From an optimization exercise on the open Yosys and OpenROAD flow, aimed at small area, a short achievable clock period and few clock cycles; shortcuts taken in it are not production practice. RTL that was checked went through simulation tests only; none was proved equivalent to the original. The flow treats the clock pin as an ideal source, which a real chip does not have. No activity file was given, so power comes from the tool's default toggle rates.

==> module xlr8_fdiv, before the edit <==
module xlr8_fdiv
  #(parameter K = 1)
  (input  logic        clk,
   input  logic        rst_n,
   input  logic        start_div,   
   input  logic        start_nop,   
   input  logic [31:0] numer,
   input  logic [31:0] denom,
   output logic        fin,
   output logic [31:0] result);
   localparam NCYC = 28 / K;    
   logic [4:0]  cnt;         
   logic        busy;
   logic        rnd;         
   logic [22:0] dvs;         
   logic [24:0] dvd;         
   logic [24:0] d_row [0:K];
   logic [K-1:0] q_row;
   logic [25:0] t_row [0:K-1];
   always_comb begin
      d_row[0] = dvd;
      for (int i = 0; i < K; i++) begin
         t_row[i] = {1'b0, d_row[i]} - {2'b01, dvs};
         q_row[K-1-i] = !t_row[i][25];
         d_row[i+1] = t_row[i][25] ? {d_row[i][23:0], 1'b0}
                                   : {t_row[i][23:0], 1'b0};
      end
   end
   logic [7:0]  exp_n, exp_d, exp_q;
   logic        n_nan, d_nan, n_inf, d_inf, n_0, d_0;
   logic        norm, stcky, g, r;
   logic [27:0] q_adjst;
   logic [25:0] q_inc_g;
   logic [24:0] q_rnd;
   logic [31:0] q_out;
   always_comb begin
      exp_n = numer[30:23];
      exp_d = denom[30:23];
      n_nan = (exp_n == 8'hff) && (numer[22:0] != 0);
      d_nan = (exp_d == 8'hff) && (denom[22:0] != 0);
      n_inf = (exp_n == 8'hff) && (numer[22:0] == 0);
      d_inf = (exp_d == 8'hff) && (denom[22:0] == 0);
      n_0 = (exp_n == 0);
      d_0 = (exp_d == 0);
      norm = result[27];
      q_adjst = norm ? {1'b0, result[27:1]} : result[27:0];
      exp_q = exp_n - exp_d + 8'd126 + {7'd0, norm};
      stcky = q_adjst[0] || (|dvd);
      g = q_adjst[2];
      r = q_adjst[1];
      q_inc_g = q_adjst[27:2] + 26'd1;
      q_rnd[0] = (g && !r && !stcky) ? 1'b0 : q_inc_g[1];
      q_rnd[24:1] = q_inc_g[25:2];
      if (n_nan || d_nan || (n_0 && d_0) || (n_inf && d_inf))
        q_out = 32'h7fffffff;
      else if (n_inf || d_0)
        q_out = {numer[31] ^ denom[31], 8'hff, 23'h0};
      else if (n_0 || d_inf)
        q_out = {numer[31] ^ denom[31], 31'h0};
      else
        q_out = {numer[31] ^ denom[31], exp_q, q_rnd[22:0]};
   end
   assign busy = (cnt != 5'd0);
   assign fin = (NCYC == 1) ? start_div : (busy && cnt == 5'd1);
   always_ff @(posedge clk or negedge rst_n)
     if (!rst_n) begin
        cnt <= 5'd0;
        rnd <= 1'b0;
     end
     else begin
        rnd <= fin;
        if (start_div)
          cnt <= NCYC[4:0] - 5'd1;
        else if (busy)
          cnt <= cnt - 5'd1;
     end
   always_ff @(posedge clk)
     dvs <= denom[22:0];
   always_ff @(posedge clk)
     if (start_div || busy)
       dvd <= d_row[K];
     else
       dvd <= {2'b01, numer[22:0]};
   always_ff @(posedge clk or negedge rst_n)
     if (!rst_n)
       result <= 32'h0;
     else if (start_nop)
       result <= 32'h0;
     else if (start_div || busy)
       result <= {result[31-K:0], q_row};
     else if (rnd)
       result <= q_out;
endmodule  
clock: 5.0 ns
lec_check: 0
cap_margin: 20
core_margin: 2
core_utilization: 40
setup_slack_margin: 2.0
slew_margin: 20
run.sh (not shown) runs the stock make flow with config.mk's settings and CLKGATE_MAP_FILE= SYNTH_SCRIPT=/design/flow/synth_recipe.tcl, a recipe that flattens the netlist after the stock synthesis.
The baseline completed without violations.
==> next run, changes <==
--- a/flow/design.v
+++ b/flow/design.v
@@ -1,95 +1,83 @@
 module xlr8_fdiv
-  #(parameter K = 1)
   (input  logic        clk,
    input  logic        rst_n,
    input  logic        start_div,   
    input  logic        start_nop,   
    input  logic [31:0] numer,
    input  logic [31:0] denom,
    output logic        fin,
    output logic [31:0] result);
-   localparam NCYC = 28 / K;    
    logic [4:0]  cnt;         
    logic        busy;
    logic        rnd;         
+   logic        norm;        
    logic [22:0] dvs;         
    logic [24:0] dvd;         
-   logic [24:0] d_row [0:K];
-   logic [K-1:0] q_row;
-   logic [25:0] t_row [0:K-1];
+   logic [25:0] t;
+   logic        q;
+   logic [24:0] d_nxt;
    always_comb begin
-      d_row[0] = dvd;
-      for (int i = 0; i < K; i++) begin
-         t_row[i] = {1'b0, d_row[i]} - {2'b01, dvs};
-         q_row[K-1-i] = !t_row[i][25];
-         d_row[i+1] = t_row[i][25] ? {d_row[i][23:0], 1'b0}
-                                   : {t_row[i][23:0], 1'b0};
-      end
+      t = {1'b0, dvd} - {2'b01, dvs};
+      q = !t[25];
+      d_nxt = q ? {t[23:0], 1'b0} : {dvd[23:0], 1'b0};
    end
    logic [7:0]  exp_n, exp_d, exp_q;
    logic        n_nan, d_nan, n_inf, d_inf, n_0, d_0;
-   logic        norm, stcky, g, r;
-   logic [27:0] q_adjst;
-   logic [25:0] q_inc_g;
-   logic [24:0] q_rnd;
+   logic [22:0] m_rnd;
    logic [31:0] q_out;
    always_comb begin
       exp_n = numer[30:23];
       exp_d = denom[30:23];
       n_nan = (exp_n == 8'hff) && (numer[22:0] != 0);
       d_nan = (exp_d == 8'hff) && (denom[22:0] != 0);
       n_inf = (exp_n == 8'hff) && (numer[22:0] == 0);
       d_inf = (exp_d == 8'hff) && (denom[22:0] == 0);
       n_0 = (exp_n == 0);
       d_0 = (exp_d == 0);
-      norm = result[27];
-      q_adjst = norm ? {1'b0, result[27:1]} : result[27:0];
       exp_q = exp_n - exp_d + 8'd126 + {7'd0, norm};
-      stcky = q_adjst[0] || (|dvd);
-      g = q_adjst[2];
-      r = q_adjst[1];
-      q_inc_g = q_adjst[27:2] + 26'd1;
-      q_rnd[0] = (g && !r && !stcky) ? 1'b0 : q_inc_g[1];
-      q_rnd[24:1] = q_inc_g[25:2];
+      m_rnd = result[23:1] + {22'd0, result[0]};
       if (n_nan || d_nan || (n_0 && d_0) || (n_inf && d_inf))
         q_out = 32'h7fffffff;
       else if (n_inf || d_0)
         q_out = {numer[31] ^ denom[31], 8'hff, 23'h0};
       else if (n_0 || d_inf)
         q_out = {numer[31] ^ denom[31], 31'h0};
       else
-        q_out = {numer[31] ^ denom[31], exp_q, q_rnd[22:0]};
+        q_out = {numer[31] ^ denom[31], exp_q, m_rnd};
    end
    assign busy = (cnt != 5'd0);
-   assign fin = (NCYC == 1) ? start_div : (busy && cnt == 5'd1);
+   assign fin = busy && (cnt == 5'd1);
    always_ff @(posedge clk or negedge rst_n)
      if (!rst_n) begin
         cnt <= 5'd0;
         rnd <= 1'b0;
      end
      else begin
         rnd <= fin;
         if (start_div)
-          cnt <= NCYC[4:0] - 5'd1;
+          cnt <= q ? 5'd24 : 5'd25;
         else if (busy)
           cnt <= cnt - 5'd1;
      end
    always_ff @(posedge clk)
+     if (start_div)
+       norm <= q;
+   always_ff @(posedge clk)
      dvs <= denom[22:0];
    always_ff @(posedge clk)
      if (start_div || busy)
-       dvd <= d_row[K];
+       dvd <= d_nxt;
      else
        dvd <= {2'b01, numer[22:0]};
    always_ff @(posedge clk or negedge rst_n)
      if (!rst_n)
        result <= 32'h0;
      else if (start_nop)
        result <= 32'h0;
-     else if (start_div || busy)
-       result <= {result[31-K:0], q_row};
+     else if (busy || (start_div && q))
+       result <= {result[30:0], q};
      else if (rnd)
        result <= q_out;
 endmodule  
 `timescale 1 ns / 1 ns
 module xlr8_xf
Final cell count came out lower by about 4.7%.
Maximum frequency came out lower by about 0.6%.
Utilization came out higher by 2.2 points.
Die area came out lower by about 7%.
Via count came out lower by 4.5%.
Design area came out lower by 3.9%.
Wire length came out lower by 6.7%.
Clock skew came out higher by 0.011 ns.
No run of this note included a check of the RTL's function; only the layout flow was run.

========
Another version of the RTL of xlr8_float_div (not shown whole).
Size: roughly 770 cells after synthesis, ~96 flip-flops, roughly 6400 sq um of cells after synthesis.
## xlr8_float_div
module xlr8_float_div
  (input  logic        clk,
   input  logic        rstn,
   input  logic [5:0]  adr,
   input  logic [7:0]  dbus_in,
   output logic [7:0]  dbus_out,
   input  logic        iore,
   input  logic        iowe,
   output logic        out_en,
   input  logic [31:0] opa,    
   input  logic [31:0] opb     
   );
==> module xlr8_fdiv, before the edit <==
module xlr8_fdiv
  (input  logic        clk,
   input  logic        rst_n,
   input  logic        start_div,   
   input  logic        start_nop,   
   input  logic [31:0] numer,
   input  logic [31:0] denom,
   output logic        fin,
   output logic [31:0] result);
   logic [4:0]  cnt;         
   logic        busy;
   logic        rnd;         
   logic        norm;        
   logic [22:0] dvs;         
   logic [24:0] dvd;         
   logic [25:0] t;
   logic        q;
   logic [24:0] d_nxt;
   always_comb begin
      t = {1'b0, dvd} - {2'b01, dvs};
      q = !t[25];
      d_nxt = q ? {t[23:0], 1'b0} : {dvd[23:0], 1'b0};
   end
   logic [7:0]  exp_n, exp_d, exp_q;
   logic        n_nan, d_nan, n_inf, d_inf, n_0, d_0;
   logic [22:0] m_rnd;
   logic [8:0]  s9;
   logic [31:0] q_out;
   always_comb begin
      exp_n = numer[30:23];
      exp_d = denom[30:23];
      n_nan = (exp_n == 8'hff) && (numer[22:0] != 0);
      d_nan = (exp_d == 8'hff) && (denom[22:0] != 0);
      n_inf = (exp_n == 8'hff) && (numer[22:0] == 0);
      d_inf = (exp_d == 8'hff) && (denom[22:0] == 0);
      n_0 = (exp_n == 0);
      d_0 = (exp_d == 0);
      s9 = {exp_n, 1'b1} + {~exp_d, norm};
      exp_q = (s9[8:1] - 8'd1) ^ 8'h80;
      for (int i = 0; i < 23; i++)
        m_rnd[i] = result[i+1] ^ (result[0] && (i == 0 || &(result[23:1] | ~((23'd1 << i) - 23'd1))));
      if (n_nan || d_nan || (n_0 && d_0) || (n_inf && d_inf))
        q_out = 32'h7fffffff;
      else if (n_inf || d_0)
        q_out = {numer[31] ^ denom[31], 8'hff, 23'h0};
      else if (n_0 || d_inf)
        q_out = {numer[31] ^ denom[31], 31'h0};
      else
        q_out = {numer[31] ^ denom[31], exp_q, m_rnd};
   end
   assign busy = (cnt != 5'd0);
   assign fin = busy && (cnt == 5'd1);
   always_ff @(posedge clk or negedge rst_n)
     if (!rst_n) begin
        cnt <= 5'd0;
        rnd <= 1'b0;
     end
     else begin
        rnd <= fin;
        if (start_div)
          cnt <= q ? 5'd24 : 5'd25;
        else if (busy)
          cnt <= cnt - 5'd1;
     end
   always_ff @(posedge clk)
     if (start_div)
       norm <= q;
   always_ff @(posedge clk)
     dvs <= denom[22:0];
   always_ff @(posedge clk)
     if (start_div || busy)
       dvd <= d_nxt;
     else
       dvd <= {2'b01, numer[22:0]};
   always_ff @(posedge clk or negedge rst_n)
     if (!rst_n)
       result <= 32'h0;
     else if (start_nop)
       result <= 32'h0;
     else if (start_div || busy)
       result <= {result[30:0], q};
     else if (rnd)
       result <= q_out;
endmodule  
==> flow/config.mk <==
export PLATFORM = sky130hd
export DESIGN_NAME = xlr8_float_div
export DESIGN_NICKNAME = xlr8_float_div
export VERILOG_FILES = /design/flow/design.v
export SDC_FILE = /design/flow/constraint.sdc
export NUM_CORES = 4
export LEC_CHECK = 0
export CAP_MARGIN = 20
export CORE_MARGIN = 2
export CORE_UTILIZATION = 40
export CTS_BUF_LIST = sky130_fd_sc_hd__clkbuf_4 sky130_fd_sc_hd__clkbuf_8
export CTS_CLUSTER_SIZE = 30
export SETUP_SLACK_MARGIN = 2.0
export SLEW_MARGIN = 20
==> flow/constraint.sdc <==
create_clock -name core_clock -period 5.0 [get_ports {clk}]
set_input_delay 1.0000 -clock core_clock [delete_from_list [all_inputs] [get_ports {clk}]]
set_output_delay 1.0000 -clock core_clock [all_outputs]
set_load 0.01 [all_outputs]
standard.sh (not shown) runs the stock make flow with config.mk's settings and CLKGATE_MAP_FILE= SYNTH_SCRIPT=/design/flow/synth_recipe.tcl, a recipe that flattens the netlist after the stock synthesis.
==> flow/flow/run.sh <==
#!/bin/bash
set -euo pipefail
bash standard.sh synth > synth.log 2>&1
bash standard.sh MATCH_CELL_FOOTPRINT=0 \
  "BUFFER_PORTS_ARGS=-buffer_cell sky130_fd_sc_hd__buf_1" \
  "CTS_ARGS=-sink_clustering_enable -repair_clock_nets -sink_clustering_size 30 -buf_list {sky130_fd_sc_hd__clkbuf_4 sky130_fd_sc_hd__clkbuf_8} -dont_use_dummy_load" \
  finish > layout.log 2>&1
test -s out/final.def
The first run produced a clean layout.
Testbench counts at the start, summed over its fixed seeds: cycles 73,192.
Then changed:
--- a/flow/design.v
+++ b/flow/design.v
@@ -8,6 +8,5 @@
    output logic        fin,
    output logic [31:0] result);
-   logic [4:0]  cnt;         
-   logic        busy;
+   logic        busy;        
    logic        rnd;         
    logic        norm;        
@@ -49,17 +48,13 @@
         q_out = {numer[31] ^ denom[31], exp_q, m_rnd};
    end
-   assign busy = (cnt != 5'd0);
-   assign fin = busy && (cnt == 5'd1);
+   assign fin = busy && (norm ? result[24] : result[25]);
    always_ff @(posedge clk or negedge rst_n)
      if (!rst_n) begin
-        cnt <= 5'd0;
+        busy <= 1'b0;
         rnd <= 1'b0;
      end
      else begin
         rnd <= fin;
-        if (start_div)
-          cnt <= q ? 5'd24 : 5'd25;
-        else if (busy)
-          cnt <= cnt - 5'd1;
+        busy <= (busy && !fin) || start_div;
      end
    always_ff @(posedge clk)
@@ -78,5 +73,7 @@
      else if (start_nop)
        result <= 32'h0;
-     else if (start_div || busy)
+     else if (start_div)
+       result <= {30'h0, 1'b1, q};
+     else if (busy)
        result <= {result[30:0], q};
      else if (rnd)
What happened: Combinational power falls by well over a third. Via count rose slightly. Clock skew is about the same. Sequential power drops by well over a third. Synthesized area stays flat. Final cell count climbs slightly. Flip-flop and latch count fell by 4. Setup slack gains 150 ps.
Testbench counts after the change, summed over its fixed seeds: cycles 73,192.

========
P:
The RTL this note starts from:
==> flow/design.v <==
module xlr8_fdiv
  #(parameter K = 1)
  (input  logic        clk,
   input  logic        rst_n,
   input  logic        start_div,   
   input  logic        start_nop,   
   input  logic [31:0] numer,
   input  logic [31:0] denom,
   output logic        fin,
   output logic [31:0] result);
   localparam NCYC = 28 / K;    
   logic [4:0]  cnt;         
   logic        busy;
   logic        rnd;         
   logic [22:0] dvs;         
   logic [24:0] dvd;         
   logic [24:0] d_row [0:K];
   logic [K-1:0] q_row;
   logic [25:0] t_row [0:K-1];
   always_comb begin
      d_row[0] = dvd;
      for (int i = 0; i < K; i++) begin
         t_row[i] = {1'b0, d_row[i]} - {2'b01, dvs};
         q_row[K-1-i] = !t_row[i][25];
         d_row[i+1] = t_row[i][25] ? {d_row[i][23:0], 1'b0}
                                   : {t_row[i][23:0], 1'b0};
      end
   end
   logic [7:0]  exp_n, exp_d, exp_q;
   logic        n_nan, d_nan, n_inf, d_inf, n_0, d_0;
   logic        norm, stcky, g, r;
   logic [27:0] q_adjst;
   logic [25:0] q_inc_g;
   logic [24:0] q_rnd;
   logic [31:0] q_out;
   always_comb begin
      exp_n = numer[30:23];
      exp_d = denom[30:23];
      n_nan = (exp_n == 8'hff) && (numer[22:0] != 0);
      d_nan = (exp_d == 8'hff) && (denom[22:0] != 0);
      n_inf = (exp_n == 8'hff) && (numer[22:0] == 0);
      d_inf = (exp_d == 8'hff) && (denom[22:0] == 0);
      n_0 = (exp_n == 0);
      d_0 = (exp_d == 0);
      norm = result[27];
      q_adjst = norm ? {1'b0, result[27:1]} : result[27:0];
      exp_q = exp_n - exp_d + 8'd126 + {7'd0, norm};
      stcky = q_adjst[0] || (|dvd);
      g = q_adjst[2];
      r = q_adjst[1];
      q_inc_g = q_adjst[27:2] + 26'd1;
      q_rnd[0] = (g && !r && !stcky) ? 1'b0 : q_inc_g[1];
      q_rnd[24:1] = q_inc_g[25:2];
      if (n_nan || d_nan || (n_0 && d_0) || (n_inf && d_inf))
        q_out = 32'h7fffffff;
      else if (n_inf || d_0)
        q_out = {numer[31] ^ denom[31], 8'hff, 23'h0};
      else if (n_0 || d_inf)
        q_out = {numer[31] ^ denom[31], 31'h0};
      else
        q_out = {numer[31] ^ denom[31], exp_q, q_rnd[22:0]};
   end
   assign busy = (cnt != 5'd0);
   assign fin = (NCYC == 1) ? start_div : (busy && cnt == 5'd1);
   always_ff @(posedge clk or negedge rst_n)
     if (!rst_n) begin
        cnt <= 5'd0;
        rnd <= 1'b0;
     end
     else begin
        rnd <= fin;
        if (start_div)
          cnt <= NCYC[4:0] - 5'd1;
        else if (busy)
          cnt <= cnt - 5'd1;
     end
   always_ff @(posedge clk)
     dvs <= denom[22:0];
   always_ff @(posedge clk)
     if (start_div || busy)
       dvd <= d_row[K];
     else
       dvd <= {2'b01, numer[22:0]};
   always_ff @(posedge clk or negedge rst_n)
     if (!rst_n)
       result <= 32'h0;
     else if (start_nop)
       result <= 32'h0;
     else if (start_div || busy)
       result <= {result[31-K:0], q_row};
     else if (rnd)
       result <= q_out;
endmodule  
`timescale 1 ns / 1 ns
module xlr8_xf
  (input  logic        clk,
   input  logic        rstn,
   input  logic [5:0]  adr,
   input  logic [7:0]  dbus_in,
   output logic [7:0]  dbus_out,
   input  logic        iore,
   input  logic        iowe,
   output logic        out_en,
   output logic        start_div,   
   output logic        start_nop,   
   input  logic        fin,         
   input  logic [31:0] result);
   logic [6:0] ctrl_reg;
   logic       flag;       
   logic       unsup;      
   logic       ctrl_we;
   logic       status_re;
   logic       start;
   logic [7:0] rbyte;
   logic [7:0] creg;
   assign ctrl_we   = iowe && (adr == 6'h10);
   assign status_re = iore && (adr == 6'h11);
   assign start     = ctrl_we && dbus_in[6];
   assign start_div = start && (dbus_in[2:0] == 3'd3);
   assign start_nop = start && (dbus_in[2:0] != 3'd3);
   assign out_en = iore && !adr[5] &&
                   (adr[4] ? (adr[3:1] == 3'b000) : (adr[3:2] == 2'b11));
   always_comb begin
      case (adr[1:0])
        2'd0:    rbyte = result[7:0];
        2'd1:    rbyte = result[15:8];
        2'd2:    rbyte = result[23:16];
        default: rbyte = result[31:24];
      endcase
      creg = adr[0] ? {flag, unsup, 6'h00} : {1'b0, ctrl_reg};
      dbus_out = adr[4] ? creg : rbyte;
   end
   always_ff @(posedge clk or negedge rstn)
     if (!rstn)
       ctrl_reg <= 7'h00;
     else if (ctrl_we)
       ctrl_reg <= dbus_in[6:0];
   always_ff @(posedge clk or negedge rstn)
     if (!rstn) begin
        flag  <= 1'b0;
        unsup <= 1'b0;
     end
     else if (start_nop) begin
        flag  <= 1'b1;
        unsup <= 1'b1;
     end
     else if (fin) begin
        flag  <= 1'b1;
        unsup <= 1'b0;
     end
     else if (start) begin
        flag  <= 1'b0;
        unsup <= 1'b0;
     end
     else if (status_re)
       flag <= 1'b0;
endmodule
`timescale 1 ns / 1 ns
module xlr8_float_div
  (input  logic        clk,
   input  logic        rstn,
   input  logic [5:0]  adr,
   input  logic [7:0]  dbus_in,
   output logic [7:0]  dbus_out,
   input  logic        iore,
   input  logic        iowe,
   output logic        out_en,
   input  logic [31:0] opa,    
   input  logic [31:0] opb     
   );
   logic        start_div;
   logic        start_nop;
   logic        fin;
   logic [31:0] result;
   xlr8_xf xf_inst
     (.clk       (clk),
      .rstn      (rstn),
      .adr       (adr),
      .dbus_in   (dbus_in),
      .dbus_out  (dbus_out),
      .iore      (iore),
      .iowe      (iowe),
      .out_en    (out_en),
      .start_div (start_div),
      .start_nop (start_nop),
      .fin       (fin),
      .result    (result));
   xlr8_fdiv fdiv_inst
     (.clk       (clk),
      .rst_n     (rstn),
      .start_div (start_div),
      .start_nop (start_nop),
      .numer     (opa),
      .denom     (opb),
      .fin       (fin),
      .result    (result));
endmodule
clock: 5.0 ns
lec_check: 0
cap_margin: 20
core_margin: 2
core_utilization: 40
slew_margin: 20
run.sh (not shown) runs the stock make flow with config.mk's settings and CLKGATE_MAP_FILE= SYNTH_SCRIPT=/design/flow/synth_recipe.tcl, a recipe that flattens the netlist after the stock synthesis.
Stock flow here: none of the scripts above is used.
Edits applied to the flow inputs when going from P to Q:
--- a/flow/design.v
+++ b/flow/design.v
@@ -1,6 +1,6 @@
 module xlr8_fdiv
-  #(parameter K = 1)
+  #(parameter K = 2)
   (input  logic        clk,
    input  logic        rst_n,
    input  logic        start_div,   
    input  logic        start_nop,   
Notes after the runs:
- On non-clock buffer count: between P and Q, it ends up lower for P.
- Changes observed in Q relative to P: area growth from synthesis to layout grew by 15 points, tap cell instance count now larger, number of optimization iterations in the first detailed-route pass increased by 1 relative to the old numbers, fraction of power consumed by combinational cells went up by 21 points, number of setup buffers added after CTS increased by 8 relative to the old numbers.
- The number of instances in the synthesized netlist number comes out higher for Q vs P.
- Q vs. P: final setup slack of the worst path -0.63 ns; sequential share of layout area -6.7 points; compound-cell area share of the yosys netlist +1.8 points; worst reg-to-reg path cell count +10; part of the Yosys area used for sequential elements -5.3 points.
- Measured against each other, P and Q differ in total power per unit cell area, the higher figure coming from Q.
No run of this note included a check of the RTL's function; only the layout flow was run.

[afterwards: timing with drivers on the ports]
No port has a modelled driver above. Below, the same layouts with a new extraction and two added sets of constraints. Step 1 (the two cells are an assumption about what drives the block):
set clk [get_ports {clk}]
set_driving_cell -lib_cell sky130_fd_sc_hd__clkbuf_16 $clk
set_driving_cell -lib_cell sky130_fd_sc_hd__buf_2 [delete_from_list [all_inputs] $clk]
Step 2 also shifts input and output timing later by t, the mid clock arrival at the registers, as if the neighbouring blocks saw the same clock. a / b / c = ideal / step 1 / step 2; a / b = the first two.
run	t (ns)	slack for setup (ns)	worst hold slack (ns)	worst slew at a driven data input, ns	pins driven straight from the clock port
the first run of note 1	0.395	1.988 / 1.933 / 1.642	0.506 / 0.506 / 0.506	0.06	1
the second run of note 1	0.399	1.969 / 1.896 / 1.635	0.493 / 0.493 / 0.493	0.07	1
the first run of note 2	0.396	1.926 / 1.864 / 1.695	0.513 / 0.513 / 0.513	0.06	1
the second run of note 2	0.406	2.073 / 2.005 / 1.747	0.477 / 0.477 / 0.477	0.06	1
P	0.397	0.775 / 0.735 / 0.735	0.493 / 0.493 / 0.493	0.04	1
Q	0.411	0.148 / 0.148 / 0.148	0.517 / 0.517 / 0.517	0.04	1
After both steps setup and hold are still met in every run listed. For the first run of note 1, which loses most, drivers alone change the setup slack by -0.055 ns; drivers and shift together by -0.346 ns.
